This is an optimization exercise on Yosys and OpenROAD, whose aim is small area, not a production implementation. In this exercise RTL edits were held to simulation tests only and were not proved equivalent to the original.

File: flow/config.mk
export PLATFORM = sky130hd
export DESIGN_NAME = top
export DESIGN_NICKNAME = top
export VERILOG_FILES = /design/flow/design.v
export SDC_FILE = /design/flow/constraint.sdc
export NUM_CORES = 4
export LEC_CHECK = 0
export CAP_MARGIN = 20
export CORE_MARGIN = 2
export CORE_UTILIZATION = 60
export SLEW_MARGIN = 20
export SYNTH_HIERARCHICAL = 1
export SYNTH_MINIMUM_KEEP_SIZE = 0
File: flow/constraint.sdc
create_clock -name core_clock -period 8.0 [get_ports {clk}]
set_input_delay 1.6000 -clock core_clock [delete_from_list [all_inputs] [get_ports {clk}]]
set_output_delay 1.6000 -clock core_clock [all_outputs]
set_load 0.01 [all_outputs]
File: flow/design.v
`timescale 1ns / 1ps
module top(
    input         clk,
    input         rst,
    input  [26:0] freq_config,
    input  [26:0] phas_config,
    output reg [13:0] S
    );
    reg [26:0] T;
    reg        tc;
    wire [26:0] a = T & {27{~rst}};
    wire        am = tc & ~rst;
    wire s0, c1;
    hadd us0 (.a(a[0]), .b(freq_config[0]), .s(s0), .co(c1));
    wire s2, c3;
    fadd us2 (.a(a[1]), .b(freq_config[1]), .c(c1), .s(s2), .co(c3));
    wire s4, c5;
    fadd us4 (.a(a[2]), .b(freq_config[2]), .c(c3), .s(s4), .co(c5));
    wire s6, c7;
    fadd us6 (.a(a[3]), .b(freq_config[3]), .c(c5), .s(s6), .co(c7));
    wire s8, c9;
    fadd us8 (.a(a[4]), .b(freq_config[4]), .c(c7), .s(s8), .co(c9));
    wire s10, c11;
    fadd us10 (.a(a[5]), .b(freq_config[5]), .c(c9), .s(s10), .co(c11));
    wire s12, c13;
    fadd us12 (.a(a[6]), .b(freq_config[6]), .c(c11), .s(s12), .co(c13));
    wire s14, c15;
    fadd us14 (.a(a[7]), .b(freq_config[7]), .c(c13), .s(s14), .co(c15));
    wire s16, c17;
    fadd us16 (.a(a[8]), .b(freq_config[8]), .c(c15), .s(s16), .co(c17));
    wire s18, c19;
    fadd us18 (.a(a[9]), .b(freq_config[9]), .c(c17), .s(s18), .co(c19));
    wire s20, c21;
    fadd us20 (.a(a[10]), .b(freq_config[10]), .c(c19), .s(s20), .co(c21));
    wire s22, c23;
    fadd us22 (.a(a[11]), .b(freq_config[11]), .c(c21), .s(s22), .co(c23));
    wire s24, c25;
    fadd us24 (.a(a[12]), .b(freq_config[12]), .c(c23), .s(s24), .co(c25));
    wire s26, c27;
    fadd us26 (.a(a[13]), .b(freq_config[13]), .c(c25), .s(s26), .co(c27));
    wire s28, c29;
    fadd us28 (.a(a[14]), .b(freq_config[14]), .c(am), .s(s28), .co(c29));
    wire s30, c31;
    fadd us30 (.a(a[15]), .b(freq_config[15]), .c(c29), .s(s30), .co(c31));
    wire s32, c33;
    fadd us32 (.a(a[16]), .b(freq_config[16]), .c(c31), .s(s32), .co(c33));
    wire s34, c35;
    fadd us34 (.a(a[17]), .b(freq_config[17]), .c(c33), .s(s34), .co(c35));
    wire s36, c37;
    fadd us36 (.a(a[18]), .b(freq_config[18]), .c(c35), .s(s36), .co(c37));
    wire s38, c39;
    fadd us38 (.a(a[19]), .b(freq_config[19]), .c(c37), .s(s38), .co(c39));
    wire s40, c41;
    fadd us40 (.a(a[20]), .b(freq_config[20]), .c(c39), .s(s40), .co(c41));
    wire s42, c43;
    fadd us42 (.a(a[21]), .b(freq_config[21]), .c(c41), .s(s42), .co(c43));
    wire s44, c45;
    fadd us44 (.a(a[22]), .b(freq_config[22]), .c(c43), .s(s44), .co(c45));
    wire s46, c47;
    fadd us46 (.a(a[23]), .b(freq_config[23]), .c(c45), .s(s46), .co(c47));
    wire s48, c49;
    fadd us48 (.a(a[24]), .b(freq_config[24]), .c(c47), .s(s48), .co(c49));
    wire s50, c51;
    fadd us50 (.a(a[25]), .b(freq_config[25]), .c(c49), .s(s50), .co(c51));
    wire s52 = a[26] ^ freq_config[26] ^ c51;
    always @(posedge clk) begin
        T  <= {s52, s50, s48, s46, s44, s42, s40, s38, s36, s34, s32, s30, s28, s26, s24, s22, s20, s18, s16, s14, s12, s10, s8, s6, s4, s2, s0};
        tc <= c27;
    end
    wire s53, c54;
    hadd us53 (.a(a[14]), .b(am), .s(s53), .co(c54));
    wire s55, c56;
    hadd us55 (.a(a[15]), .b(c54), .s(s55), .co(c56));
    wire s57, c58;
    hadd us57 (.a(a[16]), .b(c56), .s(s57), .co(c58));
    wire s59, c60;
    hadd us59 (.a(a[17]), .b(c58), .s(s59), .co(c60));
    wire s61, c62;
    hadd us61 (.a(a[18]), .b(c60), .s(s61), .co(c62));
    wire s63, c64;
    fadd us63 (.a(a[19]), .b(phas_config[19]), .c(c62), .s(s63), .co(c64));
    wire s65, c66;
    fadd us65 (.a(a[20]), .b(phas_config[20]), .c(c64), .s(s65), .co(c66));
    wire s67, c68;
    fadd us67 (.a(a[21]), .b(phas_config[21]), .c(c66), .s(s67), .co(c68));
    wire s69, c70;
    fadd us69 (.a(a[22]), .b(phas_config[22]), .c(c68), .s(s69), .co(c70));
    wire s71, c72;
    fadd us71 (.a(a[23]), .b(phas_config[23]), .c(c70), .s(s71), .co(c72));
    wire s73, c74;
    fadd us73 (.a(a[24]), .b(phas_config[24]), .c(c72), .s(s73), .co(c74));
    wire s75, c76;
    fadd us75 (.a(a[25]), .b(phas_config[25]), .c(c74), .s(s75), .co(c76));
    wire s77 = a[26] ^ phas_config[26] ^ c76;
    reg [7:0] z0;
    always @(posedge clk) z0 <= {s77, s75, s73, s71, s69, s67, s65, s63};
    wire c78 = a[0] & phas_config[0];
    wire c79;
    cmaj uc79 (.a(a[1]), .b(phas_config[1]), .c(c78), .co(c79));
    wire c80;
    cmaj uc80 (.a(a[2]), .b(phas_config[2]), .c(c79), .co(c80));
    wire c81;
    cmaj uc81 (.a(a[3]), .b(phas_config[3]), .c(c80), .co(c81));
    wire c82;
    cmaj uc82 (.a(a[4]), .b(phas_config[4]), .c(c81), .co(c82));
    wire c83;
    cmaj uc83 (.a(a[5]), .b(phas_config[5]), .c(c82), .co(c83));
    wire c84;
    cmaj uc84 (.a(a[6]), .b(phas_config[6]), .c(c83), .co(c84));
    wire c85;
    cmaj uc85 (.a(a[7]), .b(phas_config[7]), .c(c84), .co(c85));
    wire c86;
    cmaj uc86 (.a(a[8]), .b(phas_config[8]), .c(c85), .co(c86));
    wire c87;
    cmaj uc87 (.a(a[9]), .b(phas_config[9]), .c(c86), .co(c87));
    wire c88;
    cmaj uc88 (.a(a[10]), .b(phas_config[10]), .c(c87), .co(c88));
    wire c89;
    cmaj uc89 (.a(a[11]), .b(phas_config[11]), .c(c88), .co(c89));
    wire c90;
    cmaj uc90 (.a(a[12]), .b(phas_config[12]), .c(c89), .co(c90));
    wire c91;
    cmaj uc91 (.a(a[13]), .b(phas_config[13]), .c(c90), .co(c91));
    wire c92;
    cmaj uc92 (.a(s53), .b(phas_config[14]), .c(c91), .co(c92));
    wire c93;
    cmaj uc93 (.a(s55), .b(phas_config[15]), .c(c92), .co(c93));
    wire c94;
    cmaj uc94 (.a(s57), .b(phas_config[16]), .c(c93), .co(c94));
    wire c95;
    cmaj uc95 (.a(s59), .b(phas_config[17]), .c(c94), .co(c95));
    wire c96;
    cmaj uc96 (.a(s61), .b(phas_config[18]), .c(c95), .co(c96));
    reg k0;
    always @(posedge clk) k0 <= c96;
    wire k97 = k0;
    wire s98, c99;
    hadd us98 (.a(z0[0]), .b(k97), .s(s98), .co(c99));
    wire s100, c101;
    hadd us100 (.a(z0[1]), .b(c99), .s(s100), .co(c101));
    wire s102, c103;
    hadd us102 (.a(z0[2]), .b(c101), .s(s102), .co(c103));
    wire s104, c105;
    hadd us104 (.a(z0[3]), .b(c103), .s(s104), .co(c105));
    wire s106, c107;
    hadd us106 (.a(z0[4]), .b(c105), .s(s106), .co(c107));
    wire s108, c109;
    hadd us108 (.a(z0[5]), .b(c107), .s(s108), .co(c109));
    wire s110, c111;
    hadd us110 (.a(z0[6]), .b(c109), .s(s110), .co(c111));
    wire s112 = z0[7] ^ c111;
    reg [7:0] ph1, ph2, ph3;
    reg [5:0] u4;
    reg       ss4, sc4;
    always @(posedge clk) begin
        ph1 <= {s112, s110, s108, s106, s104, s102, s100, s98};
        ph2 <= ph1;
        ph3 <= ph2;
        u4  <= ph3[5:0] ^ {6{ph3[6]}};
        ss4 <= ph3[7];
        sc4 <= ph3[7] ^ ph3[6];
    end
    reg        rd;
    reg [13:0] ci, cq;
    wire s113 = ~ci[0];
    wire s114 = ~(ci[1] ^ ci[0]);
    wire c115 = ci[1] | ci[0];
    wire s116, c117;
    hadd us116 (.a(ci[2]), .b(c115), .s(s116), .co(c117));
    wire s118 = ~(ci[3] ^ c117);
    wire c119 = ci[3] | c117;
    wire s120, c121;
    hadd us120 (.a(ci[4]), .b(c119), .s(s120), .co(c121));
    wire s122, c123;
    hadd us122 (.a(ci[5]), .b(c121), .s(s122), .co(c123));
    wire s124, c125;
    hadd us124 (.a(ci[6]), .b(c123), .s(s124), .co(c125));
    wire s126, c127;
    hadd us126 (.a(ci[7]), .b(c125), .s(s126), .co(c127));
    wire s128, c129;
    hadd us128 (.a(ci[8]), .b(c127), .s(s128), .co(c129));
    wire s130, c131;
    hadd us130 (.a(ci[9]), .b(c129), .s(s130), .co(c131));
    wire s132, c133;
    hadd us132 (.a(ci[10]), .b(c131), .s(s132), .co(c133));
    wire s134, c135;
    hadd us134 (.a(ci[11]), .b(c133), .s(s134), .co(c135));
    wire s136, c137;
    hadd us136 (.a(ci[12]), .b(c135), .s(s136), .co(c137));
    wire s138, c139;
    hadd us138 (.a(ci[13]), .b(c137), .s(s138), .co(c139));
    wire s140 = ~cq[0];
    wire s141, c142;
    hadd us141 (.a(cq[1]), .b(cq[0]), .s(s141), .co(c142));
    wire s143 = ~(cq[2] ^ c142);
    wire c144 = cq[2] | c142;
    wire s145 = ~(cq[3] ^ c144);
    wire c146 = cq[3] | c144;
    wire s147, c148;
    hadd us147 (.a(cq[4]), .b(c146), .s(s147), .co(c148));
    wire s149, c150;
    hadd us149 (.a(cq[5]), .b(c148), .s(s149), .co(c150));
    wire s151, c152;
    hadd us151 (.a(cq[6]), .b(c150), .s(s151), .co(c152));
    wire s153, c154;
    hadd us153 (.a(cq[7]), .b(c152), .s(s153), .co(c154));
    wire s155, c156;
    hadd us155 (.a(cq[8]), .b(c154), .s(s155), .co(c156));
    wire s157, c158;
    hadd us157 (.a(cq[9]), .b(c156), .s(s157), .co(c158));
    wire s159, c160;
    hadd us159 (.a(cq[10]), .b(c158), .s(s159), .co(c160));
    wire s161, c162;
    hadd us161 (.a(cq[11]), .b(c160), .s(s161), .co(c162));
    wire s163, c164;
    hadd us163 (.a(cq[12]), .b(c162), .s(s163), .co(c164));
    wire s165, c166;
    hadd us165 (.a(cq[13]), .b(c164), .s(s165), .co(c166));
    always @(posedge clk) begin
        rd <= rst;
        ci <= {s138, s136, s134, s132, s130, s128, s126, s124, s122, s120, s118, s116, s114, s113} & {14{~rd}};
        cq <= {s165, s163, s161, s159, s157, s155, s153, s151, s149, s147, s145, s143, s141, s140} & {14{~rd}};
    end
    wire [3:0] qs_one;
    assign qs_one[0] = 64'hf32ad8ff8cd2aaaa >> u4;
    assign qs_one[1] = 64'h03f0e33336db4b4b >> u4;
    assign qs_one[2] = 64'h0003ff807f03e0fc >> u4;
    assign qs_one[3] = 64'h00000007fffffc00 >> u4;
    wire [3:0] qs_two;
    assign qs_two[0] = 64'h0c11250052091111 >> u4;
    assign qs_two[1] = 64'h000f00c0c1043084 >> u4;
    assign qs_two[2] = 64'h0000007f80001f00 >> u4;
    assign qs_two[3] = 64'hfffffff800000000 >> u4;
    wire [3:0] qs_neg;
    assign qs_neg[0] = 64'hfc336d555a499999 >> u4;
    assign qs_neg[1] = 64'h03fc0383871c630c >> u4;
    assign qs_neg[2] = 64'h0003fff80003fc00 >> u4;
    assign qs_neg[3] = 1'b0;
    wire [3:0] qc_one;
    assign qc_one[0] = 64'h55554b31ff1b54cf >> u4;
    assign qc_one[1] = 64'hd2d2db6cccc70fc0 >> u4;
    assign qc_one[2] = 64'h3f07c0fe01ffc000 >> u4;
    assign qc_one[3] = 64'h003fffffe0000000 >> u4;
    wire [3:0] qc_two;
    assign qc_two[0] = 64'h8888904a00a48830 >> u4;
    assign qc_two[1] = 64'h210c20830300f000 >> u4;
    assign qc_two[2] = 64'h00f80001fe000000 >> u4;
    assign qc_two[3] = 64'h000000001fffffff >> u4;
    wire [3:0] qc_neg;
    assign qc_neg[0] = 64'h9999925aaab6cc3f >> u4;
    assign qc_neg[1] = 64'h30c638e1c1c03fc0 >> u4;
    assign qc_neg[2] = 64'h003fc0001fffc000 >> u4;
    assign qc_neg[3] = 1'b0;
    wire g167 = qc_neg[0] ^ sc4;
    wire p168 = ((qc_one[0] & ci[0])) ^ g167;
    wire p169 = ((qc_one[0] & ci[1]) | (qc_two[0] & ci[0])) ^ g167;
    wire p170 = ((qc_one[0] & ci[2]) | (qc_two[0] & ci[1])) ^ g167;
    wire p171 = ((qc_one[0] & ci[3]) | (qc_two[0] & ci[2])) ^ g167;
    wire p172 = ((qc_one[0] & ci[4]) | (qc_two[0] & ci[3])) ^ g167;
    wire p173 = ((qc_one[0] & ci[5]) | (qc_two[0] & ci[4])) ^ g167;
    wire p174 = ((qc_one[0] & ci[6]) | (qc_two[0] & ci[5])) ^ g167;
    wire p175 = ((qc_one[0] & ci[7]) | (qc_two[0] & ci[6])) ^ g167;
    wire p176 = ((qc_one[0] & ci[8]) | (qc_two[0] & ci[7])) ^ g167;
    wire p177 = ((qc_one[0] & ci[9]) | (qc_two[0] & ci[8])) ^ g167;
    wire p178 = ((qc_one[0] & ci[10]) | (qc_two[0] & ci[9])) ^ g167;
    wire p179 = ((qc_one[0] & ci[11]) | (qc_two[0] & ci[10])) ^ g167;
    wire p180 = ((qc_one[0] & ci[12]) | (qc_two[0] & ci[11])) ^ g167;
    wire p181 = ((qc_one[0] & ci[13]) | (qc_two[0] & ci[12])) ^ g167;
    wire p182 = ((qc_two[0] & ci[13])) ^ g167;
    wire g183 = ~g167;
    wire g184 = qc_neg[1] ^ sc4;
    wire p185 = ((qc_one[1] & ci[0])) ^ g184;
    wire p186 = ((qc_one[1] & ci[1]) | (qc_two[1] & ci[0])) ^ g184;
    wire p187 = ((qc_one[1] & ci[2]) | (qc_two[1] & ci[1])) ^ g184;
    wire p188 = ((qc_one[1] & ci[3]) | (qc_two[1] & ci[2])) ^ g184;
    wire p189 = ((qc_one[1] & ci[4]) | (qc_two[1] & ci[3])) ^ g184;
    wire p190 = ((qc_one[1] & ci[5]) | (qc_two[1] & ci[4])) ^ g184;
    wire p191 = ((qc_one[1] & ci[6]) | (qc_two[1] & ci[5])) ^ g184;
    wire p192 = ((qc_one[1] & ci[7]) | (qc_two[1] & ci[6])) ^ g184;
    wire p193 = ((qc_one[1] & ci[8]) | (qc_two[1] & ci[7])) ^ g184;
    wire p194 = ((qc_one[1] & ci[9]) | (qc_two[1] & ci[8])) ^ g184;
    wire p195 = ((qc_one[1] & ci[10]) | (qc_two[1] & ci[9])) ^ g184;
    wire p196 = ((qc_one[1] & ci[11]) | (qc_two[1] & ci[10])) ^ g184;
    wire p197 = ((qc_one[1] & ci[12]) | (qc_two[1] & ci[11])) ^ g184;
    wire p198 = ((qc_one[1] & ci[13]) | (qc_two[1] & ci[12])) ^ g184;
    wire p199 = ((qc_two[1] & ci[13])) ^ g184;
    wire g200 = ~g184;
    wire g201 = qc_neg[2] ^ sc4;
    wire p202 = ((qc_one[2] & ci[0])) ^ g201;
    wire p203 = ((qc_one[2] & ci[1]) | (qc_two[2] & ci[0])) ^ g201;
    wire p204 = ((qc_one[2] & ci[2]) | (qc_two[2] & ci[1])) ^ g201;
    wire p205 = ((qc_one[2] & ci[3]) | (qc_two[2] & ci[2])) ^ g201;
    wire p206 = ((qc_one[2] & ci[4]) | (qc_two[2] & ci[3])) ^ g201;
    wire p207 = ((qc_one[2] & ci[5]) | (qc_two[2] & ci[4])) ^ g201;
    wire p208 = ((qc_one[2] & ci[6]) | (qc_two[2] & ci[5])) ^ g201;
    wire p209 = ((qc_one[2] & ci[7]) | (qc_two[2] & ci[6])) ^ g201;
    wire p210 = ((qc_one[2] & ci[8]) | (qc_two[2] & ci[7])) ^ g201;
    wire p211 = ((qc_one[2] & ci[9]) | (qc_two[2] & ci[8])) ^ g201;
    wire p212 = ((qc_one[2] & ci[10]) | (qc_two[2] & ci[9])) ^ g201;
    wire p213 = ((qc_one[2] & ci[11]) | (qc_two[2] & ci[10])) ^ g201;
    wire p214 = ((qc_one[2] & ci[12]) | (qc_two[2] & ci[11])) ^ g201;
    wire p215 = ((qc_one[2] & ci[13]) | (qc_two[2] & ci[12])) ^ g201;
    wire p216 = ((qc_two[2] & ci[13])) ^ g201;
    wire g217 = ~g201;
    wire g218 = qc_neg[3] ^ sc4;
    wire p219 = ((qc_one[3] & ci[0])) ^ g218;
    wire p220 = ((qc_one[3] & ci[1]) | (qc_two[3] & ci[0])) ^ g218;
    wire p221 = ((qc_one[3] & ci[2]) | (qc_two[3] & ci[1])) ^ g218;
    wire p222 = ((qc_one[3] & ci[3]) | (qc_two[3] & ci[2])) ^ g218;
    wire p223 = ((qc_one[3] & ci[4]) | (qc_two[3] & ci[3])) ^ g218;
    wire p224 = ((qc_one[3] & ci[5]) | (qc_two[3] & ci[4])) ^ g218;
    wire p225 = ((qc_one[3] & ci[6]) | (qc_two[3] & ci[5])) ^ g218;
    wire p226 = ((qc_one[3] & ci[7]) | (qc_two[3] & ci[6])) ^ g218;
    wire p227 = ((qc_one[3] & ci[8]) | (qc_two[3] & ci[7])) ^ g218;
    wire p228 = ((qc_one[3] & ci[9]) | (qc_two[3] & ci[8])) ^ g218;
    wire p229 = ((qc_one[3] & ci[10]) | (qc_two[3] & ci[9])) ^ g218;
    wire p230 = ((qc_one[3] & ci[11]) | (qc_two[3] & ci[10])) ^ g218;
    wire p231 = ((qc_one[3] & ci[12]) | (qc_two[3] & ci[11])) ^ g218;
    wire p232 = ((qc_one[3] & ci[13]) | (qc_two[3] & ci[12])) ^ g218;
    wire p233 = ((qc_two[3] & ci[13])) ^ g218;
    wire g234 = ~g218;
    wire g235 = qs_neg[0] ^ ss4;
    wire p236 = ((qs_one[0] & cq[0])) ^ g235;
    wire p237 = ((qs_one[0] & cq[1]) | (qs_two[0] & cq[0])) ^ g235;
    wire p238 = ((qs_one[0] & cq[2]) | (qs_two[0] & cq[1])) ^ g235;
    wire p239 = ((qs_one[0] & cq[3]) | (qs_two[0] & cq[2])) ^ g235;
    wire p240 = ((qs_one[0] & cq[4]) | (qs_two[0] & cq[3])) ^ g235;
    wire p241 = ((qs_one[0] & cq[5]) | (qs_two[0] & cq[4])) ^ g235;
    wire p242 = ((qs_one[0] & cq[6]) | (qs_two[0] & cq[5])) ^ g235;
    wire p243 = ((qs_one[0] & cq[7]) | (qs_two[0] & cq[6])) ^ g235;
    wire p244 = ((qs_one[0] & cq[8]) | (qs_two[0] & cq[7])) ^ g235;
    wire p245 = ((qs_one[0] & cq[9]) | (qs_two[0] & cq[8])) ^ g235;
    wire p246 = ((qs_one[0] & cq[10]) | (qs_two[0] & cq[9])) ^ g235;
    wire p247 = ((qs_one[0] & cq[11]) | (qs_two[0] & cq[10])) ^ g235;
    wire p248 = ((qs_one[0] & cq[12]) | (qs_two[0] & cq[11])) ^ g235;
    wire p249 = ((qs_one[0] & cq[13]) | (qs_two[0] & cq[12])) ^ g235;
    wire p250 = ((qs_two[0] & cq[13])) ^ g235;
    wire g251 = ~g235;
    wire g252 = qs_neg[1] ^ ss4;
    wire p253 = ((qs_one[1] & cq[0])) ^ g252;
    wire p254 = ((qs_one[1] & cq[1]) | (qs_two[1] & cq[0])) ^ g252;
    wire p255 = ((qs_one[1] & cq[2]) | (qs_two[1] & cq[1])) ^ g252;
    wire p256 = ((qs_one[1] & cq[3]) | (qs_two[1] & cq[2])) ^ g252;
    wire p257 = ((qs_one[1] & cq[4]) | (qs_two[1] & cq[3])) ^ g252;
    wire p258 = ((qs_one[1] & cq[5]) | (qs_two[1] & cq[4])) ^ g252;
    wire p259 = ((qs_one[1] & cq[6]) | (qs_two[1] & cq[5])) ^ g252;
    wire p260 = ((qs_one[1] & cq[7]) | (qs_two[1] & cq[6])) ^ g252;
    wire p261 = ((qs_one[1] & cq[8]) | (qs_two[1] & cq[7])) ^ g252;
    wire p262 = ((qs_one[1] & cq[9]) | (qs_two[1] & cq[8])) ^ g252;
    wire p263 = ((qs_one[1] & cq[10]) | (qs_two[1] & cq[9])) ^ g252;
    wire p264 = ((qs_one[1] & cq[11]) | (qs_two[1] & cq[10])) ^ g252;
    wire p265 = ((qs_one[1] & cq[12]) | (qs_two[1] & cq[11])) ^ g252;
    wire p266 = ((qs_one[1] & cq[13]) | (qs_two[1] & cq[12])) ^ g252;
    wire p267 = ((qs_two[1] & cq[13])) ^ g252;
    wire g268 = ~g252;
    wire g269 = qs_neg[2] ^ ss4;
    wire p270 = ((qs_one[2] & cq[0])) ^ g269;
    wire p271 = ((qs_one[2] & cq[1]) | (qs_two[2] & cq[0])) ^ g269;
    wire p272 = ((qs_one[2] & cq[2]) | (qs_two[2] & cq[1])) ^ g269;
    wire p273 = ((qs_one[2] & cq[3]) | (qs_two[2] & cq[2])) ^ g269;
    wire p274 = ((qs_one[2] & cq[4]) | (qs_two[2] & cq[3])) ^ g269;
    wire p275 = ((qs_one[2] & cq[5]) | (qs_two[2] & cq[4])) ^ g269;
    wire p276 = ((qs_one[2] & cq[6]) | (qs_two[2] & cq[5])) ^ g269;
    wire p277 = ((qs_one[2] & cq[7]) | (qs_two[2] & cq[6])) ^ g269;
    wire p278 = ((qs_one[2] & cq[8]) | (qs_two[2] & cq[7])) ^ g269;
    wire p279 = ((qs_one[2] & cq[9]) | (qs_two[2] & cq[8])) ^ g269;
    wire p280 = ((qs_one[2] & cq[10]) | (qs_two[2] & cq[9])) ^ g269;
    wire p281 = ((qs_one[2] & cq[11]) | (qs_two[2] & cq[10])) ^ g269;
    wire p282 = ((qs_one[2] & cq[12]) | (qs_two[2] & cq[11])) ^ g269;
    wire p283 = ((qs_one[2] & cq[13]) | (qs_two[2] & cq[12])) ^ g269;
    wire p284 = ((qs_two[2] & cq[13])) ^ g269;
    wire g285 = ~g269;
    wire g286 = qs_neg[3] ^ ss4;
    wire p287 = ((qs_one[3] & cq[0])) ^ g286;
    wire p288 = ((qs_one[3] & cq[1]) | (qs_two[3] & cq[0])) ^ g286;
    wire p289 = ((qs_one[3] & cq[2]) | (qs_two[3] & cq[1])) ^ g286;
    wire p290 = ((qs_one[3] & cq[3]) | (qs_two[3] & cq[2])) ^ g286;
    wire p291 = ((qs_one[3] & cq[4]) | (qs_two[3] & cq[3])) ^ g286;
    wire p292 = ((qs_one[3] & cq[5]) | (qs_two[3] & cq[4])) ^ g286;
    wire p293 = ((qs_one[3] & cq[6]) | (qs_two[3] & cq[5])) ^ g286;
    wire p294 = ((qs_one[3] & cq[7]) | (qs_two[3] & cq[6])) ^ g286;
    wire p295 = ((qs_one[3] & cq[8]) | (qs_two[3] & cq[7])) ^ g286;
    wire p296 = ((qs_one[3] & cq[9]) | (qs_two[3] & cq[8])) ^ g286;
    wire p297 = ((qs_one[3] & cq[10]) | (qs_two[3] & cq[9])) ^ g286;
    wire p298 = ((qs_one[3] & cq[11]) | (qs_two[3] & cq[10])) ^ g286;
    wire p299 = ((qs_one[3] & cq[12]) | (qs_two[3] & cq[11])) ^ g286;
    wire p300 = ((qs_one[3] & cq[13]) | (qs_two[3] & cq[12])) ^ g286;
    wire p301 = ((qs_two[3] & cq[13])) ^ g286;
    wire g302 = ~g286;
    wire s303, c304;
    hadd us303 (.a(g184), .b(p170), .s(s303), .co(c304));
    wire s305, c306;
    hadd us305 (.a(p171), .b(p186), .s(s305), .co(c306));
    wire s307, c308;
    fadd us307 (.a(g201), .b(p172), .c(p187), .s(s307), .co(c308));
    wire s309, c310;
    hadd us309 (.a(p202), .b(c306), .s(s309), .co(c310));
    wire s311, c312;
    fadd us311 (.a(p173), .b(p188), .c(p203), .s(s311), .co(c312));
    wire s313, c314;
    hadd us313 (.a(c308), .b(s311), .s(s313), .co(c314));
    wire s315, c316;
    fadd us315 (.a(g218), .b(p174), .c(p189), .s(s315), .co(c316));
    wire s317, c318;
    fadd us317 (.a(p204), .b(p219), .c(c312), .s(s317), .co(c318));
    wire s319, c320;
    hadd us319 (.a(s315), .b(c314), .s(s319), .co(c320));
    wire s321, c322;
    fadd us321 (.a(p175), .b(p190), .c(p205), .s(s321), .co(c322));
    wire s323, c324;
    fadd us323 (.a(p220), .b(c316), .c(s321), .s(s323), .co(c324));
    wire s325, c326;
    hadd us325 (.a(c318), .b(s323), .s(s325), .co(c326));
    wire s327, c328;
    fadd us327 (.a(p176), .b(p191), .c(p206), .s(s327), .co(c328));
    wire s329, c330;
    fadd us329 (.a(p221), .b(c322), .c(s327), .s(s329), .co(c330));
    wire s331, c332;
    hadd us331 (.a(c324), .b(s329), .s(s331), .co(c332));
    wire lg333 = g167 & p168;
    wire lg334 = p169 & 1'b0;
    wire lg335 = p185 & s303;
    wire lg336 = c304 & s305;
    wire lg337 = s307 & s309;
    wire lg338 = c310 & s313;
    wire lg339 = s317 & s319;
    wire lg340 = c320 & s325;
    wire lg341 = c326 & s331;
    wire lt342 = g167 | p168;
    wire lt343 = p169 | 1'b0;
    wire lt344 = p185 | s303;
    wire lt345 = c304 | s305;
    wire lt346 = s307 | s309;
    wire lt347 = c310 | s313;
    wire lt348 = s317 | s319;
    wire lt349 = c320 | s325;
    wire lt350 = c326 | s331;
    wire lg351 = lg334 | (lt343 & lg333);
    wire lt352 = lt343 & lt342;
    wire lg353 = lg336 | (lt345 & lg335);
    wire lt354 = lt345 & lt344;
    wire lg355 = lg338 | (lt347 & lg337);
    wire lt356 = lt347 & lt346;
    wire lg357 = lg340 | (lt349 & lg339);
    wire lt358 = lt349 & lt348;
    wire lg359 = lg353 | (lt354 & lg351);
    wire lt360 = lt354 & lt352;
    wire lg361 = lg357 | (lt358 & lg355);
    wire lt362 = lt358 & lt356;
    wire lg363 = lg361 | (lt362 & lg359);
    wire lt364 = lt362 & lt360;
    wire lg365 = lg341 | (lt350 & lg363);
    wire lt366 = lt350 & lt364;
    wire s367, c368;
    hadd us367 (.a(g252), .b(p238), .s(s367), .co(c368));
    wire s369, c370;
    hadd us369 (.a(p239), .b(p254), .s(s369), .co(c370));
    wire s371, c372;
    fadd us371 (.a(g269), .b(p240), .c(p255), .s(s371), .co(c372));
    wire s373, c374;
    hadd us373 (.a(p270), .b(c370), .s(s373), .co(c374));
    wire s375, c376;
    fadd us375 (.a(p241), .b(p256), .c(p271), .s(s375), .co(c376));
    wire s377, c378;
    hadd us377 (.a(c372), .b(s375), .s(s377), .co(c378));
    wire s379, c380;
    fadd us379 (.a(g286), .b(p242), .c(p257), .s(s379), .co(c380));
    wire s381, c382;
    fadd us381 (.a(p272), .b(p287), .c(c376), .s(s381), .co(c382));
    wire s383, c384;
    hadd us383 (.a(s379), .b(c378), .s(s383), .co(c384));
    wire s385, c386;
    fadd us385 (.a(p243), .b(p258), .c(p273), .s(s385), .co(c386));
    wire s387, c388;
    fadd us387 (.a(p288), .b(c380), .c(s385), .s(s387), .co(c388));
    wire s389, c390;
    hadd us389 (.a(c382), .b(s387), .s(s389), .co(c390));
    wire s391, c392;
    fadd us391 (.a(p244), .b(p259), .c(p274), .s(s391), .co(c392));
    wire s393, c394;
    fadd us393 (.a(p289), .b(c386), .c(s391), .s(s393), .co(c394));
    wire s395, c396;
    hadd us395 (.a(c388), .b(s393), .s(s395), .co(c396));
    wire lg397 = g235 & p236;
    wire lg398 = p237 & 1'b0;
    wire lg399 = p253 & s367;
    wire lg400 = c368 & s369;
    wire lg401 = s371 & s373;
    wire lg402 = c374 & s377;
    wire lg403 = s381 & s383;
    wire lg404 = c384 & s389;
    wire lg405 = c390 & s395;
    wire lt406 = g235 | p236;
    wire lt407 = p237 | 1'b0;
    wire lt408 = p253 | s367;
    wire lt409 = c368 | s369;
    wire lt410 = s371 | s373;
    wire lt411 = c374 | s377;
    wire lt412 = s381 | s383;
    wire lt413 = c384 | s389;
    wire lt414 = c390 | s395;
    wire lg415 = lg398 | (lt407 & lg397);
    wire lt416 = lt407 & lt406;
    wire lg417 = lg400 | (lt409 & lg399);
    wire lt418 = lt409 & lt408;
    wire lg419 = lg402 | (lt411 & lg401);
    wire lt420 = lt411 & lt410;
    wire lg421 = lg404 | (lt413 & lg403);
    wire lt422 = lt413 & lt412;
    wire lg423 = lg417 | (lt418 & lg415);
    wire lt424 = lt418 & lt416;
    wire lg425 = lg421 | (lt422 & lg419);
    wire lt426 = lt422 & lt420;
    wire lg427 = lg425 | (lt426 & lg423);
    wire lt428 = lt426 & lt424;
    wire lg429 = lg405 | (lt414 & lg427);
    wire lt430 = lt414 & lt428;
    wire s431, c432;
    fadd us431 (.a(p177), .b(p192), .c(p207), .s(s431), .co(c432));
    wire s433, c434;
    fadd us433 (.a(p222), .b(p245), .c(p260), .s(s433), .co(c434));
    wire s435, c436;
    fadd us435 (.a(p275), .b(p290), .c(c328), .s(s435), .co(c436));
    wire s437, c438;
    fadd us437 (.a(c392), .b(s431), .c(s433), .s(s437), .co(c438));
    wire s439, c440;
    fadd us439 (.a(c330), .b(c394), .c(s435), .s(s439), .co(c440));
    wire s441, c442;
    fadd us441 (.a(s437), .b(c332), .c(c396), .s(s441), .co(c442));
    wire s443, c444;
    hadd us443 (.a(s439), .b(s441), .s(s443), .co(c444));
    wire s445, c446;
    fadd us445 (.a(p178), .b(p193), .c(p208), .s(s445), .co(c446));
    wire s447, c448;
    fadd us447 (.a(p223), .b(p246), .c(p261), .s(s447), .co(c448));
    wire s449, c450;
    fadd us449 (.a(p276), .b(p291), .c(c432), .s(s449), .co(c450));
    wire s451, c452;
    fadd us451 (.a(c434), .b(s445), .c(s447), .s(s451), .co(c452));
    wire s453, c454;
    fadd us453 (.a(c436), .b(c438), .c(s449), .s(s453), .co(c454));
    wire s455, c456;
    fadd us455 (.a(s451), .b(c440), .c(s453), .s(s455), .co(c456));
    wire s457, c458;
    hadd us457 (.a(c442), .b(s455), .s(s457), .co(c458));
    wire s459, c460;
    fadd us459 (.a(p179), .b(p194), .c(p209), .s(s459), .co(c460));
    wire s461, c462;
    fadd us461 (.a(p224), .b(p247), .c(p262), .s(s461), .co(c462));
    wire s463, c464;
    fadd us463 (.a(p277), .b(p292), .c(c446), .s(s463), .co(c464));
    wire s465, c466;
    fadd us465 (.a(c448), .b(s459), .c(s461), .s(s465), .co(c466));
    wire s467, c468;
    fadd us467 (.a(c450), .b(c452), .c(s463), .s(s467), .co(c468));
    wire s469, c470;
    fadd us469 (.a(s465), .b(c454), .c(s467), .s(s469), .co(c470));
    wire s471, c472;
    hadd us471 (.a(c456), .b(s469), .s(s471), .co(c472));
    wire s473, c474;
    fadd us473 (.a(p180), .b(p195), .c(p210), .s(s473), .co(c474));
    wire s475, c476;
    fadd us475 (.a(p225), .b(p248), .c(p263), .s(s475), .co(c476));
    wire s477, c478;
    fadd us477 (.a(p278), .b(p293), .c(c460), .s(s477), .co(c478));
    wire s479, c480;
    fadd us479 (.a(c462), .b(s473), .c(s475), .s(s479), .co(c480));
    wire s481, c482;
    fadd us481 (.a(c464), .b(c466), .c(s477), .s(s481), .co(c482));
    wire s483, c484;
    fadd us483 (.a(s479), .b(c468), .c(s481), .s(s483), .co(c484));
    wire s485, c486;
    hadd us485 (.a(c470), .b(s483), .s(s485), .co(c486));
    wire s487, c488;
    fadd us487 (.a(p181), .b(p196), .c(p211), .s(s487), .co(c488));
    wire s489, c490;
    fadd us489 (.a(p226), .b(p249), .c(p264), .s(s489), .co(c490));
    wire s491, c492;
    fadd us491 (.a(p279), .b(p294), .c(c474), .s(s491), .co(c492));
    wire s493, c494;
    fadd us493 (.a(c476), .b(s487), .c(s489), .s(s493), .co(c494));
    wire s495, c496;
    fadd us495 (.a(c478), .b(c480), .c(s491), .s(s495), .co(c496));
    wire s497, c498;
    fadd us497 (.a(s493), .b(c482), .c(s495), .s(s497), .co(c498));
    wire s499, c500;
    hadd us499 (.a(c484), .b(s497), .s(s499), .co(c500));
    wire s501, c502;
    fadd us501 (.a(p182), .b(p197), .c(p212), .s(s501), .co(c502));
    wire s503, c504;
    fadd us503 (.a(p227), .b(p250), .c(p265), .s(s503), .co(c504));
    wire s505, c506;
    fadd us505 (.a(p280), .b(p295), .c(c488), .s(s505), .co(c506));
    wire s507, c508;
    fadd us507 (.a(c490), .b(s501), .c(s503), .s(s507), .co(c508));
    wire s509, c510;
    fadd us509 (.a(c492), .b(c494), .c(s505), .s(s509), .co(c510));
    wire s511, c512;
    fadd us511 (.a(s507), .b(c496), .c(s509), .s(s511), .co(c512));
    wire s513, c514;
    hadd us513 (.a(c498), .b(s511), .s(s513), .co(c514));
    wire s515, c516;
    fadd us515 (.a(g183), .b(g251), .c(p198), .s(s515), .co(c516));
    wire s517, c518;
    fadd us517 (.a(p213), .b(p228), .c(p266), .s(s517), .co(c518));
    wire s519, c520;
    fadd us519 (.a(p281), .b(p296), .c(c502), .s(s519), .co(c520));
    wire s521, c522;
    fadd us521 (.a(c504), .b(s515), .c(s517), .s(s521), .co(c522));
    wire s523, c524;
    fadd us523 (.a(c506), .b(c508), .c(s519), .s(s523), .co(c524));
    wire s525, c526;
    fadd us525 (.a(s521), .b(c510), .c(s523), .s(s525), .co(c526));
    wire s527, c528;
    hadd us527 (.a(c512), .b(s525), .s(s527), .co(c528));
    wire v529 = ~p199;
    wire s530, c531;
    fadd us530 (.a(p214), .b(p229), .c(p267), .s(s530), .co(c531));
    wire s532, c533;
    fadd us532 (.a(p282), .b(p297), .c(v529), .s(s532), .co(c533));
    wire s534, c535;
    fadd us534 (.a(c516), .b(c518), .c(s530), .s(s534), .co(c535));
    wire s536, c537;
    fadd us536 (.a(s532), .b(c520), .c(c522), .s(s536), .co(c537));
    wire s538, c539;
    fadd us538 (.a(s534), .b(c524), .c(s536), .s(s538), .co(c539));
    wire s540, c541;
    hadd us540 (.a(c526), .b(s538), .s(s540), .co(c541));
    wire v542 = ~g200;
    wire s543, c544;
    fadd us543 (.a(g268), .b(v542), .c(p199), .s(s543), .co(c544));
    wire s545, c546;
    fadd us545 (.a(p215), .b(p230), .c(p283), .s(s545), .co(c546));
    wire s547, c548;
    fadd us547 (.a(p298), .b(c531), .c(c533), .s(s547), .co(c548));
    wire s549, c550;
    fadd us549 (.a(s543), .b(s545), .c(c535), .s(s549), .co(c550));
    wire s551, c552;
    fadd us551 (.a(s547), .b(c537), .c(s549), .s(s551), .co(c552));
    wire s553, c554;
    hadd us553 (.a(c539), .b(s551), .s(s553), .co(c554));
    wire s555, c556;
    fadd us555 (.a(g200), .b(p216), .c(p231), .s(s555), .co(c556));
    wire s557, c558;
    fadd us557 (.a(p284), .b(p299), .c(c544), .s(s557), .co(c558));
    wire s559, c560;
    fadd us559 (.a(c546), .b(s555), .c(c548), .s(s559), .co(c560));
    wire s561, c562;
    fadd us561 (.a(s557), .b(c550), .c(s559), .s(s561), .co(c562));
    wire s563, c564;
    hadd us563 (.a(c552), .b(s561), .s(s563), .co(c564));
    wire v565 = ~g217;
    wire s566, c567;
    fadd us566 (.a(g285), .b(v565), .c(p232), .s(s566), .co(c567));
    wire s568, c569;
    fadd us568 (.a(p300), .b(c556), .c(s566), .s(s568), .co(c569));
    wire s570, c571;
    fadd us570 (.a(c558), .b(s568), .c(c560), .s(s570), .co(c571));
    wire s572, c573;
    hadd us572 (.a(c562), .b(s570), .s(s572), .co(c573));
    wire s574, c575;
    fadd us574 (.a(g217), .b(p233), .c(p301), .s(s574), .co(c575));
    wire s576, c577;
    fadd us576 (.a(c567), .b(s574), .c(c569), .s(s576), .co(c577));
    wire s578, c579;
    hadd us578 (.a(s576), .b(c571), .s(s578), .co(c579));
    wire v580 = ~g234;
    wire s581, c582;
    fadd us581 (.a(g302), .b(v580), .c(c575), .s(s581), .co(c582));
    wire s583, c584;
    hadd us583 (.a(s581), .b(c577), .s(s583), .co(c584));
    wire s585, c586;
    hadd us585 (.a(g234), .b(c582), .s(s585), .co(c586));
    wire [14:0] r1 = {s585, s583, s578, s572, c554, c541, c528, c514, c500, c486, c472, c458, c444, s443, 1'b1};
    wire [14:0] r2 = {c584, c579, c573, c564, s563, s553, s540, s527, s513, s499, s485, s471, s457, lg365, lg429};
    wire [14:0] rs = r1 + r2;
    always @(posedge clk) S <= rs[14:1];
endmodule
module fadd(input a, input b, input c, output s, output co);
    assign s  = a ^ b ^ c;
    assign co = (a & b) | (c & (a ^ b));
endmodule
module hadd(input a, input b, output s, output co);
    assign s  = a ^ b;
    assign co = a & b;
endmodule
module cmaj(input a, input b, input c, output co);
    assign co = (a & b) | (c & (a | b));
endmodule
File: flow/run.sh
#!/bin/bash
# synth_recipe.tcl (not shown) runs the flow's synth.tcl, then flattens the netlist and writes it again
# the make line also repeats each setting of config.mk as NAME=value (left out here)
make -C /OpenROAD-flow-scripts/flow DESIGN_CONFIG=/design/flow/config.mk WORK_HOME=/design/flow/orfs CLKGATE_MAP_FILE= SYNTH_SCRIPT=/design/flow/synth_recipe.tcl finish
==> results of run 1 <==
Yosys cell counts (13+ instances only):
library cell	number
a21oi_1	34
nor2_1	34
nand2_1	35
xor2_1	40
fa_1	111
dfxtp_1	112
ha_1	88
xnor2_1	103
a22oi_1	103
clkbuf_1	44
inv_1	27
o21ai_0	21
nor2b_1	57
clkbuf_2	13
maj3_2	18
state kept, by name, indices dropped and copies added, names as in the netlist:
register,flops
T,27
S,14
ci,14
cq,14
ph1,8
ph2,8
ph3,8
z0,8
u4,6
k0,1
rd,1
sc4,1
ss4,1
tc,1
modules after synthesis, one instance, submodules excluded:
module | flip-flops and latches | times used
cmaj | 0 | 18
fadd | 0 | 110
hadd | 0 | 63
top | 112 | 1
layout by cell type (no fill, tap or decap), drive strengths merged, types with 6 or more instances in the layout:
master,count
o21ai,27
nand3,6
o31ai,6
nor2b,57
nor3,9
o21bai,6
buf,37
xnor2,105
a22oi,103
nand2b,10
and2,9
inv,33
a21o,7
a211oi,10
nor2,34
ha,88
xor2,40
clkdlybuf4s50,69
dfxtp,112
o22ai,10
fa,111
maj3,20
clkbuf,9
nand2,37
a21oi,34
a31oi,9
worst register-to-register path, stage by stage (launching register included):
cell	delay, ns
dfxtp_1	0.31
inv_1	0.26
ha_1	0.41
nand2b_1	0.17
a311oi_1	0.40
o221ai_1	0.35
xnor2_2	0.64
xnor2_1	0.21
fa_1	0.53
fa_1	0.43
fa_1	0.53
fa_1	0.42
ha_1	0.30
ha_1	0.34
a21o_1	0.20
a21oi_1	0.21
o21bai_1	0.09
a21oi_1	0.24
o21bai_1	0.11
a21oi_1	0.30
nor2_1	0.07
o21a_1	0.21
o21ai_0	0.27
a211oi_1	0.12
final cells by class:
cell class	count	area [um^2]	area share, %
well taps	225	282	2.41
inverters	31	116	0.994
clock inverters	7	90.1	0.770
clock buffers	9	225	1.92
multi-input cells	813	7780	66.5
repair buffers	106	968	8.28
flip-flops and latches	112	2240	19.2
path summary, 6_finish.rpt:
kind	end	startpoint	slack, ns
min	ph3[1]	ph2[1]	0.33
min reg2reg	ph3[1]	ph2[1]	0.33
max reg2reg	S[13]	u4[1]	0.78
max	k0	rst	0.38
per-layer routing:
metal	up-vias	share of wire, %	global-route usage [%]
met5	-	0	0
met4	0	2.7	9.61
li1	3721	-	-
met3	42	6.1	4.18
met2	308	48	46.3
met1	3748	43	37.5
through the flow:
stage | utilization, % | hold WS, ns | instances | setup WS, ns | TNS [ns]
2_1_floorplan | - | 0.310 | 1041 | 0.630 | 0
3_3_place_gp | 66.3 | 0.310 | 1287 | 0.00810 | 0
3_5_place_dp | 66.3 | 0.312 | 1287 | -0.0148 | -0.0148
4_1_cts | 68.1 | 0.328 | 1303 | 0.354 | 0
5_1_grt | 68.1 | 0.334 | 1303 | 0.233 | 0
6_report | 68.1 | 0.328 | 1303 | 0.380 | 0
cell families (layout without fill, tap and decap cells):
group | after synthesis | after routing | synth area share [%]
adder cells (fa/ha/maj) | 219 | 219 | 33.8
multiplexers | 5 | 5 | 0.608
AO/OA/AOI/OAI | 260 | 260 | 17.9
buffers and inverters | 116 | 153 | 4.78
flip-flops | 112 | 112 | 21.4
XOR/XNOR | 145 | 145 | 12.2
AND/OR/NAND/NOR | 184 | 184 | 9.39
==> results_dict.tcl, run 1 <==
set metrics [dict create \
    routed_wire_length_per_instance_um 18.8 \
    synth.lib_cells_used.distinct 82 \
    floorplan.die.width_um 136 \
    min_path_cells 0 \
    ys_seq_elements 112 \
    route.vias.total 7819 \
    cp_data_required_time_ns 8.25 \
    post_route_cells_drive_above_1_share_pct 8.72 \
    start_util_pct 61.1 \
    kind_of_capture_point_of_the_worst_setup_path "flop" \
    flow.area_growth_from_synthesis_pct 11.5 \
    clock_tree_sinks 112 \
    dieHeight_um 136 \
    path_class "in -> reg" \
    floorplan_core_area_um2 17200 \
    antenna_cells_inserted 0 \
    finalClockSkew_ns 0.0147 \
    cts_tree "built" \
    synthCells 1041 \
    warning_count_from_the_yosys_run 7 \
    grt_overflow_total 0 \
    setup-violations-final 0 \
    cell_mode_on_critical_path "maj3_2" \
    antenna_left 0 \
    syn_area_per_cell_um2 10.1 \
    worst_slew_pin_slew_ns 1.03 \
    drv.max_cap_violation_count 0 \
    unrepaired_setup_endpoints_after_global_routing "false" \
    timing.critical_path.cells "clkdlybuf4s50_1 > nor2b_1 > and2_1 > maj3_2 > maj3_2 > maj3_2 > maj3_2 > maj3_2 > maj3_2 > maj3_2 > maj3_2 > maj3_2 > maj3_2 > maj3_2 > maj3_2 > maj3_2 > maj3_2 > maj3_2 > maj3_2 > maj3_2 > maj3_2" \
    slowest_stage "clkdlybuf4s50_1" \
    crit_buf_inv 1 \
    fillCellCount 1429 \
    grt_pass1_vias 7870 \
    drt_pass1_iterations 5 \
    htreeDepth 3 \
    wirelength_mm 24.5 \
    reg2reg_depth 23 \
    min_period_over_period_pct 95.2 \
    startpoint_type_of_the_worst_setup_path "input port" \
    synthTopCellsByArea "dfxtp_1 21%, fa_1 21%, ha_1 10%" \
    crit_cells 21 \
    post_cts_buffers 0 \
    number_of_standard_cell_rows_in_the_floorplan 48 \
    final_period_minus_worst_setup_slack_ns 7.62 \
    number_of_antenna_violations_at_the_first_check_in_global_routing 0 \
    clock-root-buffer "clkbuf_16" \
    cts_resized 0 \
    critical_path.top_delay_family "adder cells" \
    synthDominantCellAreaShare_pct 21.4 \
    cp_data_arrival_time_ns 7.87 \
    maximum_clock_rate_ghz 0.131 \
    grt_pass1_wl_mm 40.2 \
    drt_drc_violations_left 0 \
    design.portCount 70 \
    cts-buffers-inserted 9 \
    drt_first_iter_violations 642 \
    dpl-instance-area_um2 11400 \
    hold_violations 0 \
    synth_ff_type "dfxtp_1" \
    design.final.nets 1328 \
    run_status "no timing/DRC/antenna violations" \
    critical_path_s_largest_stage_delay_ns 0.47 \
    avgViaCountPerCell 6.00 \
    synth.cell_area_um2 10500 \
    report.final.slew_viol_count 0 \
    synth_edf_count 0 \
    seq_area_frac_synth_pct 21.4 \
    worst_skew_pair.late_latency_ns 0.37 \
    clkTransAtPathRegs_ns 0.08 \
    synth_largest_area_cell "dfxtp_1" \
    grt_start_max_net_pins 37 \
    async_set_or_reset_flop_fraction_in_the_synthesized_netlist_pct 0 \
    gr-usage-all-layers_pct 27.9 \
    port_buffers 69 \
    gp_routability_congestion 0.943 \
    maxSlewHeadroom_pct 31.0 \
    hold_path_class "reg -> reg" \
    hpwl_mm 19.3 \
    finish.instance_area_um2 11700 \
    fp.dieArea_um2 18600 \
    worstPathMaxFanout 2 \
    cts_hold_buffers 0 \
    clk_path_buf_depth 2 \
]
==> run 2, diff against run 1 <==
--- a/flow/design.v
+++ b/flow/design.v
@@ -95,42 +95,24 @@
     reg [7:0] z0;
     always @(posedge clk) z0 <= {s77, s75, s73, s71, s69, s67, s65, s63};
     wire c78 = a[0] & phas_config[0];
-    wire c79;
-    cmaj uc79 (.a(a[1]), .b(phas_config[1]), .c(c78), .co(c79));
-    wire c80;
-    cmaj uc80 (.a(a[2]), .b(phas_config[2]), .c(c79), .co(c80));
-    wire c81;
-    cmaj uc81 (.a(a[3]), .b(phas_config[3]), .c(c80), .co(c81));
-    wire c82;
-    cmaj uc82 (.a(a[4]), .b(phas_config[4]), .c(c81), .co(c82));
-    wire c83;
-    cmaj uc83 (.a(a[5]), .b(phas_config[5]), .c(c82), .co(c83));
-    wire c84;
-    cmaj uc84 (.a(a[6]), .b(phas_config[6]), .c(c83), .co(c84));
-    wire c85;
-    cmaj uc85 (.a(a[7]), .b(phas_config[7]), .c(c84), .co(c85));
-    wire c86;
-    cmaj uc86 (.a(a[8]), .b(phas_config[8]), .c(c85), .co(c86));
-    wire c87;
-    cmaj uc87 (.a(a[9]), .b(phas_config[9]), .c(c86), .co(c87));
-    wire c88;
-    cmaj uc88 (.a(a[10]), .b(phas_config[10]), .c(c87), .co(c88));
-    wire c89;
-    cmaj uc89 (.a(a[11]), .b(phas_config[11]), .c(c88), .co(c89));
-    wire c90;
-    cmaj uc90 (.a(a[12]), .b(phas_config[12]), .c(c89), .co(c90));
-    wire c91;
-    cmaj uc91 (.a(a[13]), .b(phas_config[13]), .c(c90), .co(c91));
-    wire c92;
-    cmaj uc92 (.a(s53), .b(phas_config[14]), .c(c91), .co(c92));
-    wire c93;
-    cmaj uc93 (.a(s55), .b(phas_config[15]), .c(c92), .co(c93));
-    wire c94;
-    cmaj uc94 (.a(s57), .b(phas_config[16]), .c(c93), .co(c94));
-    wire c95;
-    cmaj uc95 (.a(s59), .b(phas_config[17]), .c(c94), .co(c95));
-    wire c96;
-    cmaj uc96 (.a(s61), .b(phas_config[18]), .c(c95), .co(c96));
+    wire c79 = (a[1] & phas_config[1]) | (c78 & (a[1] | phas_config[1]));
+    wire c80 = (a[2] & phas_config[2]) | (c79 & (a[2] | phas_config[2]));
+    wire c81 = (a[3] & phas_config[3]) | (c80 & (a[3] | phas_config[3]));
+    wire c82 = (a[4] & phas_config[4]) | (c81 & (a[4] | phas_config[4]));
+    wire c83 = (a[5] & phas_config[5]) | (c82 & (a[5] | phas_config[5]));
+    wire c84 = (a[6] & phas_config[6]) | (c83 & (a[6] | phas_config[6]));
+    wire c85 = (a[7] & phas_config[7]) | (c84 & (a[7] | phas_config[7]));
+    wire c86 = (a[8] & phas_config[8]) | (c85 & (a[8] | phas_config[8]));
+    wire c87 = (a[9] & phas_config[9]) | (c86 & (a[9] | phas_config[9]));
+    wire c88 = (a[10] & phas_config[10]) | (c87 & (a[10] | phas_config[10]));
+    wire c89 = (a[11] & phas_config[11]) | (c88 & (a[11] | phas_config[11]));
+    wire c90 = (a[12] & phas_config[12]) | (c89 & (a[12] | phas_config[12]));
+    wire c91 = (a[13] & phas_config[13]) | (c90 & (a[13] | phas_config[13]));
+    wire c92 = (s53 & phas_config[14]) | (c91 & (s53 | phas_config[14]));
+    wire c93 = (s55 & phas_config[15]) | (c92 & (s55 | phas_config[15]));
+    wire c94 = (s57 & phas_config[16]) | (c93 & (s57 | phas_config[16]));
+    wire c95 = (s59 & phas_config[17]) | (c94 & (s59 | phas_config[17]));
+    wire c96 = (s61 & phas_config[18]) | (c95 & (s61 | phas_config[18]));
     reg k0;
     always @(posedge clk) k0 <= c96;
     wire k97 = k0;
@@ -161,7 +143,9 @@
         sc4 <= ph3[7] ^ ph3[6];
     end
     reg        rd;
-    reg [13:0] ci, cq;
+    reg [13:0] ci;
+    reg [13:1] cqh;
+    wire [13:0] cq = {cqh, ci[0]};
     wire s113 = ~ci[0];
     wire s114 = ~(ci[1] ^ ci[0]);
     wire c115 = ci[1] | ci[0];
@@ -219,38 +203,10 @@
     always @(posedge clk) begin
         rd <= rst;
         ci <= {s138, s136, s134, s132, s130, s128, s126, s124, s122, s120, s118, s116, s114, s113} & {14{~rd}};
-        cq <= {s165, s163, s161, s159, s157, s155, s153, s151, s149, s147, s145, s143, s141, s140} & {14{~rd}};
+        cqh <= {s165, s163, s161, s159, s157, s155, s153, s151, s149, s147, s145, s143, s141} & {13{~rd}};
     end
-    wire [3:0] qs_one;
-    assign qs_one[0] = 64'hf32ad8ff8cd2aaaa >> u4;
-    assign qs_one[1] = 64'h03f0e33336db4b4b >> u4;
-    assign qs_one[2] = 64'h0003ff807f03e0fc >> u4;
-    assign qs_one[3] = 64'h00000007fffffc00 >> u4;
-    wire [3:0] qs_two;
-    assign qs_two[0] = 64'h0c11250052091111 >> u4;
-    assign qs_two[1] = 64'h000f00c0c1043084 >> u4;
-    assign qs_two[2] = 64'h0000007f80001f00 >> u4;
-    assign qs_two[3] = 64'hfffffff800000000 >> u4;
-    wire [3:0] qs_neg;
-    assign qs_neg[0] = 64'hfc336d555a499999 >> u4;
-    assign qs_neg[1] = 64'h03fc0383871c630c >> u4;
-    assign qs_neg[2] = 64'h0003fff80003fc00 >> u4;
-    assign qs_neg[3] = 1'b0;
-    wire [3:0] qc_one;
-    assign qc_one[0] = 64'h55554b31ff1b54cf >> u4;
-    assign qc_one[1] = 64'hd2d2db6cccc70fc0 >> u4;
-    assign qc_one[2] = 64'h3f07c0fe01ffc000 >> u4;
-    assign qc_one[3] = 64'h003fffffe0000000 >> u4;
-    wire [3:0] qc_two;
-    assign qc_two[0] = 64'h8888904a00a48830 >> u4;
-    assign qc_two[1] = 64'h210c20830300f000 >> u4;
-    assign qc_two[2] = 64'h00f80001fe000000 >> u4;
-    assign qc_two[3] = 64'h000000001fffffff >> u4;
-    wire [3:0] qc_neg;
-    assign qc_neg[0] = 64'h9999925aaab6cc3f >> u4;
-    assign qc_neg[1] = 64'h30c638e1c1c03fc0 >> u4;
-    assign qc_neg[2] = 64'h003fc0001fffc000 >> u4;
-    assign qc_neg[3] = 1'b0;
+    wire [3:0] qs_one, qs_two, qs_neg, qc_one, qc_two, qc_neg;
+    tlut ut(.u(u4), .qs_one(qs_one), .qs_two(qs_two), .qs_neg(qs_neg), .qc_one(qc_one), .qc_two(qc_two), .qc_neg(qc_neg));
     wire g167 = qc_neg[0] ^ sc4;
     wire p168 = ((qc_one[0] & ci[0])) ^ g167;
     wire p169 = ((qc_one[0] & ci[1]) | (qc_two[0] & ci[0])) ^ g167;
@@ -687,3 +643,30 @@
 module cmaj(input a, input b, input c, output co);
     assign co = (a & b) | (c & (a | b));
 endmodule
+module tlut(input [5:0] u, output [3:0] qs_one, output [3:0] qs_two, output [3:0] qs_neg,
+            output [3:0] qc_one, output [3:0] qc_two, output [3:0] qc_neg);
+    assign qs_one[0] = 64'hf32ad8ff8cd2aaaa >> u;
+    assign qs_one[1] = 64'h03e0c23364d25a5a >> u;
+    assign qs_one[2] = 64'h000cfe00fc03c1f8 >> u;
+    assign qs_one[3] = 64'h0000017fffffc000 >> u;
+    assign qs_two[0] = 64'h0c11250052091111 >> u;
+    assign qs_two[1] = 64'h001f01c0830c2184 >> u;
+    assign qs_two[2] = 64'h000001ff00003e00 >> u;
+    assign qs_two[3] = 64'hfffffe8000000000 >> u;
+    assign qs_neg[0] = 64'hfc234c5508408888 >> u;
+    assign qs_neg[1] = 64'h03f30203041c4218 >> u;
+    assign qs_neg[2] = 64'h000cfe800003c000 >> u;
+    assign qs_neg[3] = 64'h0000000000000000 >> u;
+    assign qc_one[0] = 64'h55554b31ff1b54cf >> u;
+    assign qc_one[1] = 64'h525a4b26cc4307c0 >> u;
+    assign qc_one[2] = 64'h1f83c03f00ff0000 >> u;
+    assign qc_one[3] = 64'h0003ffffff000000 >> u;
+    assign qc_two[0] = 64'h8888904a00a48830 >> u;
+    assign qc_two[1] = 64'h218430c10380f800 >> u;
+    assign qc_two[2] = 64'h007c0000ff000000 >> u;
+    assign qc_two[3] = 64'h0000000000ffffff >> u;
+    assign qc_neg[0] = 64'h19110210aa32c43f >> u;
+    assign qc_neg[1] = 64'h10423820c0c0ffc0 >> u;
+    assign qc_neg[2] = 64'h0003c00000ff0000 >> u;
+    assign qc_neg[3] = 64'h0000000000000000 >> u;
+endmodule
==> flow/flow/run.sh (new file) <==
#!/bin/bash
# The standard layout (the standard.sh), with two changes:
#  - the port buffers are the smallest buffer, sky130_fd_sc_hd__buf_1;
#  - clock tree synthesis inserts no dummy loads.
set -euo pipefail
bash standard.sh \
  'BUFFER_PORTS_ARGS=-buffer_cell sky130_fd_sc_hd__buf_1' \
  'CTS_ARGS=-sink_clustering_enable -repair_clock_nets -dont_use_dummy_load' \
  finish > standard_flow.log 2>&1
==> flow/standard.sh (new file) <==
#!/bin/bash
# synth_recipe.tcl (not shown) runs the flow's synth.tcl, then flattens the netlist and writes it again
# the make line also repeats each setting of config.mk as NAME=value (left out here)
make -C /OpenROAD-flow-scripts/flow DESIGN_CONFIG=/design/flow/config.mk WORK_HOME=/design/flow/orfs CLKGATE_MAP_FILE= SYNTH_SCRIPT=/design/flow/synth_recipe.tcl "${@:-finish}"
--- a/flow/config.mk
+++ b/flow/config.mk
@@ -7,7 +7,7 @@
 export LEC_CHECK = 0
 export CAP_MARGIN = 20
 export CORE_MARGIN = 2
-export CORE_UTILIZATION = 60
+export CORE_UTILIZATION = 75
 export SLEW_MARGIN = 20
 export SYNTH_HIERARCHICAL = 1
 export SYNTH_MINIMUM_KEEP_SIZE = 0
removed: flow/run.sh
==> run 2 against run 1 <==
Net effect: maximum frequency is 5.9% higher; die area is 20% lower; critical path type is now reg -> reg; wire length is 5.9% lower; clock-buffer cell count stayed put; first-iteration DRC count is 3.7% higher; critical endpoint is now S[12]; area after synthesis is 0.98% lower; non-clock buffer count is 1 higher; register-to-register slack better by 0.02 ns; global-route usage is 4.1 points higher.
==> results_dict.tcl, run 2 <==
set metrics [dict create \
    register_containing_the_most_flip_flops_in_the_final_layout "T" \
    kind_of_capture_point_of_the_worst_setup_path "flop" \
    cts-buffers-inserted 9 \
    htreeDepth 3 \
    number_of_antenna_violations_at_the_first_check_in_global_routing 0 \
    startpoint_type_of_the_worst_setup_path "flop" \
    hold_path_class "reg -> reg" \
    warning_count_from_the_yosys_run 7 \
    async_set_or_reset_flop_fraction_in_the_synthesized_netlist_pct 0 \
    post_route_cells_drive_above_1_share_pct 6.05 \
    avgViaCountPerCell 6.38 \
    seq_area_frac_synth_pct 21.4 \
    start_util_pct 75.8 \
    gp_routability_congestion 0.930 \
    timing.critical_path.cells "inv_1 > ha_1 > inv_1 > a2111oi_0 > o41a_1 > xor2_4 > xnor2_1 > fa_1 > fa_1 > fa_1 > fa_1 > ha_1 > ha_1 > o21a_1 > o221ai_1 > or3b_2 > o22ai_1 > nor3_4 > o311ai_1 > a21oi_1 > xnor2_1" \
    clkTransAtPathRegs_ns 0.07 \
    number_of_standard_cell_rows_in_the_floorplan 43 \
    use_met2_pct 54.7 \
    cp_data_arrival_time_ns 7.44 \
    dieHeight_um 122 \
    fillCellCount 905 \
    setup_total_negative_slack_ns 0 \
    gr-usage-met1_pct 40.9 \
    synth_ff_type "dfxtp_1" \
    synthDominantCellAreaShare_pct 21.4 \
    post_synth_most_frequent_cells "127 x xnor2_1, 111 x dfxtp_1, 111 x fa_1, 105 x a22oi_1, 86 x ha_1" \
    crit_buf_inv 2 \
    hpwl_mm 17.8 \
    slowest_stage "dfxtp_1" \
    crit_cells 21 \
    grt_overflow_total 0 \
    final_period_minus_worst_setup_slack_ns 7.20 \
    wirelength_mm 23.1 \
    floorplan_core_area_um2 13700 \
    cts_hold_buffers 0 \
    critical_path.top_delay_family "adder cells" \
    maxSlewHeadroom_pct 37.3 \
    post_cts_buffers 0 \
    synthCells 1046 \
    worst_slew_pin_slew_ns 0.940 \
    synth.cell_area_um2 10400 \
    flow.area_growth_from_synthesis_pct 6.38 \
    finalWorstSetupSlack_ns 0.804 \
    dpl-instance-area_um2 10800 \
    design.final.nets 1330 \
    finalClockSkew_ns 0.0258 \
    clk_path_buf_depth 2 \
    antenna_cells_inserted 0 \
    utilization_pct 80.6 \
    most_frequent_cell_after_synthesis "xnor2_1" \
    drt_drc_violations_left 0 \
    setup-violations-final 0 \
    cts_tree "built" \
    maximum_clock_rate_ghz 0.139 \
    cp_data_required_time_ns 8.24 \
    floorplan.die.width_um 122 \
    report.final.slew_viol_count 0 \
    antenna_left 0 \
    flip_flop_count_of_the_largest_register_after_layout 27 \
    grt_pass1_wl_mm 37.5 \
    path_class "reg -> reg" \
    min_path_cells 0 \
    clock_tree_sinks 111 \
    synthTopCellsByArea "dfxtp_1 21%, fa_1 21%, xnor2_1 11%" \
    grt_pass1_vias 7807 \
    final_cell_mix "127 x xnor2_1, 111 x dfxtp_1, 111 x fa_1" \
    reg2reg_depth 21 \
    syn_area_per_cell_um2 9.94 \
    routed_wire_length_per_instance_um 18.4 \
    grt_start_max_net_pins 48 \
    unrepaired_setup_endpoints_after_global_routing "false" \
    ys_seq_elements 111 \
    drt_first_iter_violations 666 \
    clock-root-buffer "clkbuf_16" \
    critical_path_s_largest_stage_delay_ns 0.59 \
    global_route.peak_usage_layer "met2" \
    worstPathMaxFanout 12 \
    leading_cell_type_in_the_layout_fill_and_taps_excluded "xnor2_1" \
    cell_mode_on_critical_path "fa_1" \
    design.portCount 70 \
    layoutNonFillerInstCount 1255 \
    cell_count_after_placement 1246 \
    synth.lib_cells_used.distinct 75 \
    cts_resized 0 \
    route.vias.total 8011 \
    fp.dieArea_um2 14800 \
    groute.layer.met3.usage_pct 3.93 \
    synth_largest_area_cell "dfxtp_1" \
    finish.instance_area_um2 11100 \
    gr-usage-all-layers_pct 32.1 \
    top_regs "T x27, S x14, ci x14" \
    port_buffers 69 \
    min_period_over_period_pct 90.0 \
    post-place-ws_ns 0.667 \
    hold_violations 0 \
    drt_pass1_iterations 5 \
    run_status "no timing/DRC/antenna violations" \
    synth_edf_count 0 \
    drv.max_cap_violation_count 0 \
    worst_skew_pair.late_latency_ns 0.37 \
]
[run 2: cell types whose count changed in the layout (fill, tap and decap cells not counted), sizes merged, moves of 5 or more]
cell           delta
and2              -5
o21bai            -5
mux2i             +5
xnor2            +22
nor2              -7
clkdlybuf4s50    -69
a31oi             +5
xor2             -18
a21o              -5
buf              +70
maj3             -18
nor3              +9
[run 2: worst reg2reg max path, stage by stage (launching register included)]
cell,delay (ns)
dfxtp_1,0.59
inv_1,0.18
ha_1,0.35
inv_1,0.16
a2111oi_0,0.11
o41a_1,0.54
xor2_4,0.51
xnor2_1,0.23
fa_1,0.48
fa_1,0.41
fa_1,0.54
fa_1,0.42
ha_1,0.29
ha_1,0.39
o21a_1,0.15
o221ai_1,0.15
or3b_2,0.46
o22ai_1,0.33
nor3_4,0.09
o311ai_1,0.42
a21oi_1,0.15
xnor2_1,0.14
[run 2: logic make-up (layout without fill, tap and decap cells)]
logic type | count (synthesis) | after routing | share of synthesized area, %
AND/OR/NAND/NOR | 186 | 186 | 9.59
adder cells (fa/ha/maj) | 199 | 199 | 31.9
XOR/XNOR | 149 | 149 | 12.9
other | 1 | 2 | 0.0361
AO/OA/AOI/OAI | 267 | 267 | 18.1
buffers and inverters | 123 | 151 | 4.78
multiplexers | 10 | 10 | 1.24
flip-flops | 111 | 111 | 21.4
[run 2: layout make-up]
class                      instances  area, um^2  area share (%)
timing repair buffer             107         544            4.92
inverter                          35         131            1.19
sequential                       111        2220            20.1
tap                              180         225            2.04
multi-input combinational        813        7710            69.7
clock buffer                       9         225            2.04
[run 2: Yosys stat by module, one instance, submodules excluded]
module  times used  flip-flops and latches
tlut             1                       0
hadd            63                       0
fadd           110                       0
top              1                     111
[run 2: path summary, 6_finish.rpt]
path	start	endpoint	slack, ns
hold reg to reg	ph1[0]	ph2[0]	0.33
setup reg to reg	u4[0]	S[12]	0.80
hold / removal	ph1[0]	ph2[0]	0.33
setup / recovery	u4[0]	S[12]	0.80
[run 2: layer usage]
| metal | wire [um] | up-vias |
|---|---|---|
| met5 | 0 | - |
| met4 | 881 | 0 |
| met3 | 1620 | 51 |
| met2 | 11200 | 390 |
| met1 | 9320 | 3830 |
| li1 | - | 3740 |
[run 2: per-stage QoR]
| step | hold slack, ns |
|---|---|
| global placement | 0.310 |
| finish | 0.331 |
| global route | 0.336 |
| detailed placement | 0.312 |
| floorplan | 0.310 |
| CTS | 0.333 |

==> static timing again, ports no longer ideal <==
In the flow no input, the clock included, has a driving cell. The finished layouts below were timed again as built, in two steps. Step 1: set_driving_cell puts a clkbuf_16 on clk and a buf_2 on each other input, an assumption about the parent block. Step 2, shift: input delay + t, output delay - t, t = (earliest + latest rising clock arrival at the registers) / 2. This alone moves slack from input paths to output paths. Three values: ideal ports, drivers, drivers and shift; two values: the first two.
run	shift t [ns]	setup WS [ns]	slew at the worst register clock pin (ns)	worst slew at a driven data input, ns	cell pins on the clock port's net
run 1	0.411	0.380 / 0.406 / -0.005	0.09 / 0.09	0.04	1
run 2	0.394	0.804 / 0.804 / 0.639	0.09 / 0.09	0.04	1
With both steps, setup timing fails in run 1, where it was met with ideal ports. For run 1, which loses most, drivers alone change the setup slack by +0.026 ns; drivers and shift together by -0.385 ns.
